This is an optimization exercise on Yosys and OpenROAD, whose aim is small area, a short achievable clock period and few clock cycles per item, not a production implementation. Power and IR drop assume default switching activity.

## run A
==> module AEC, before the edit <==
module AEC(clk, rst, ascii_in, ready, valid, result);
input clk;
input rst;
input ready;
input [7:0] ascii_in;
output valid;
output [6:0] result;
localparam [3:0] OP_NOP  = 4'b0000;     
localparam [3:0] OP_EQ   = 4'b0010;
localparam [3:0] OP_LP   = 4'b0001;     
localparam [3:0] OP_LPT  = 4'b0011;     
localparam [3:0] OP_RP   = 4'b0100;
localparam [3:0] OP_MUL  = 4'b0110;
localparam [3:0] OP_ADD  = 4'b1000;
localparam [3:0] OP_SUB  = 4'b1001;
reg       c_dig;
reg [3:0] c_v;
wire is_eq  = ~c_dig & (c_v == OP_EQ);
wire is_lp  = ~c_dig & ~c_v[3] & c_v[0];
wire is_lpt = ~c_dig & ~c_v[3] & c_v[1] & c_v[0];
wire is_rp  = ~c_dig & (c_v == OP_RP);
wire is_as  = ~c_dig & c_v[3];
wire is_sub = ~c_dig & c_v[3] & c_v[0];
wire is_open = ~c_dig & ~c_v[3] & ~c_v[2] & (c_v[0] | ~c_v[1]);   
wire a_grp = ~ascii_in[6] & ~ascii_in[4];           
wire a_num = ~ascii_in[6] &  ascii_in[4] & ~(ascii_in[3] & ascii_in[2]);
wire a_eq  = ~ascii_in[6] &  ascii_in[4] &   ascii_in[3] & ascii_in[2];
wire a_dig = ascii_in[6] | a_num;
wire [3:0] a_val = ascii_in[6] ? ascii_in[3:0] + 4'd9 : ascii_in[3:0];
reg  [3:0] a_op;
always @* begin
    case (ascii_in[2:0])
        3'b000:  a_op = is_open ? OP_LPT : OP_LP;
        3'b001:  a_op = OP_RP;
        3'b010:  a_op = OP_MUL;
        3'b011:  a_op = OP_ADD;
        default: a_op = OP_SUB;
    endcase
    if (!a_grp)
        a_op = a_eq ? OP_EQ : OP_NOP;
end
always @(posedge clk) begin
    if (rst || is_eq) begin
        c_dig <= 1'b0;
        c_v   <= OP_NOP;
    end else begin
        c_dig <= a_dig;
        c_v   <= a_dig ? a_val : a_op;
    end
end
reg [6:0] S, M;
reg [6:0] R;                     
reg [6:0] mark;                  
reg [1:0] sp;                    
reg [6:0] DS0, DS1, DS2;         
reg [6:0] DK1, DK2;
reg [6:0] K;
wire [6:0] ctxK = (sp == 2'd1) ? 7'd1 : (sp == 2'd2) ? DK1 : DK2;
wire [6:0] ctxS = (sp == 2'd1) ? DS0 : (sp == 2'd2) ? DS1 : DS2;
wire [6:0] pp0 = c_v[0] ? M : 7'd0;
wire [6:0] pp1 = c_v[1] ? {M[5:0], 1'b0} : 7'd0;
wire [6:0] pp2 = c_v[2] ? {M[4:0], 2'b0} : 7'd0;
wire [6:0] pp3 = c_v[3] ? {M[3:0], 3'b0} : 7'd0;
wire [6:0] prod = (pp0 + pp1) + (pp2 + pp3);
wire push = is_lp & ~is_lpt;
wire pop  = is_rp & ~mark[0];
wire [6:0] Kpm = is_sub ? -K : K;
reg  [6:0] X, Y;
always @* begin
    X = 7'd0;
    Y = R;
    if (c_dig) begin
        X = S;
        Y = prod;
    end else if (is_as) begin
        X = R;
        Y = Kpm;
    end else if (is_lp) begin
        Y = M;
    end else if (pop) begin
        X = ctxS;
    end
end
wire [6:0] Rn = X + Y;
always @(posedge clk) begin
    if (rst || is_eq) begin
        S <= 7'd0;
        M <= 7'd1;
        K <= 7'd1;
        R <= 7'd1;
        sp <= 2'd0;
    end else begin
        if (c_dig | is_as | push | is_rp)
            R <= Rn;
        if (c_dig)
            M <= prod;
        if (is_as) begin
            S <= R;
            M <= Kpm;
        end
        if (push) begin
            S <= 7'd0;
            K <= M;
            sp <= sp + 2'd1;
        end
        if (is_rp) begin
            S <= pop ? ctxS : 7'd0;
            M <= R;
        end
        if (pop) begin
            sp <= sp - 2'd1;
            K <= ctxK;
        end
    end
end
always @(posedge clk) begin
    if (is_lp)
        mark <= {mark[5:0], is_lpt};
    else if (is_rp)
        mark <= {1'b0, mark[6:1]};
end
always @(posedge clk) begin
    if (push) begin
        if (sp == 2'd0) DS0 <= S;
        if (sp == 2'd1) begin DS1 <= S; DK1 <= K; end
        if (sp == 2'd2) begin DS2 <= S; DK2 <= K; end
    end
end
assign valid = is_eq;
assign result = R;
endmodule
export LEC_CHECK = 0
export CAP_MARGIN = 20
export CORE_MARGIN = 2
export CORE_UTILIZATION = 40
export SLEW_MARGIN = 20
create_clock -name core_clock -period 10.0 [get_ports {clk}]
standard.sh (not shown) runs the stock make flow with config.mk's settings and CLKGATE_MAP_FILE= SYNTH_SCRIPT=/design/flow/synth_recipe.tcl, a recipe that flattens the netlist after the stock synthesis.
==> flow/flow/run.sh <==
#!/bin/bash
# Standard ORFS layout with a tighter setup target for repair_timing and
# ports buffered with buf_4 cells. Clock period and SDC are unchanged.
set -euo pipefail
MARGIN=${MARGIN:-7}
bash standard.sh SETUP_SLACK_MARGIN=$MARGIN \
  "BUFFER_PORTS_ARGS=-buffer_cell sky130_fd_sc_hd__buf_4" finish > std_flow.log 2>&1
Input-level comparison between run B and run A:
--- a/flow/design.v
+++ b/flow/design.v
@@ -70,8 +70,5 @@
     X = 7'd0;
     Y = R;
-    if (c_dig) begin
-        X = S;
-        Y = prod;
-    end else if (is_as) begin
+    if (is_as) begin
         X = R;
         Y = Kpm;
@@ -82,5 +79,5 @@
     end
 end
-wire [6:0] Rn = X + Y;
+wire [6:0] Rn = c_dig ? ((S + pp0) + (pp1 + pp2 + pp3)) : X + Y;
 always @(posedge clk) begin
     if (rst || is_eq) begin
### Flow results
Area after synthesis | run B above run A. Power: run B vs run A up 24%. Looking only at share of the final layout cell area in sequential cells, and setting everything else aside, the lower value of run A and run B goes to run B. Compared to run A, the router laid down more metal wire for run B. Delta (run B minus run A): hold slack moved down, core utilization moved up, gate count of the mapped netlist moved up, post-layout worst setup margin moved up.
No run of this note included a check of the RTL's function; only the layout flow was run.

re-timing with driven ports:
In the flow no input, the clock included, has a driving cell. The finished layouts below were timed again as built, in two steps. Step 1 (the two cells are an assumption about what drives the block):
set clk [get_ports {clk}]
set_driving_cell -lib_cell sky130_fd_sc_hd__clkbuf_16 $clk
set_driving_cell -lib_cell sky130_fd_sc_hd__buf_2 [delete_from_list [all_inputs] $clk]
Step 2 moves the port delays by t, midway between the first and last clock arrival at a register: inputs arrive t later, outputs are due t later. That takes back most of the time a late clock gives input paths. Three values: no drivers, after step 1, after step 2; two values: the first two.
run	t, ns	setup slack, ns	hold slack, ns	cell pins on the clock port's net
run A	0.375	6.425 / 6.425 / 6.425	0.522 / 0.522 / 0.522	1
run B	0.374	6.570 / 6.570 / 6.570	0.477 / 0.477 / 0.477	1
After both steps every run listed still meets setup and hold.
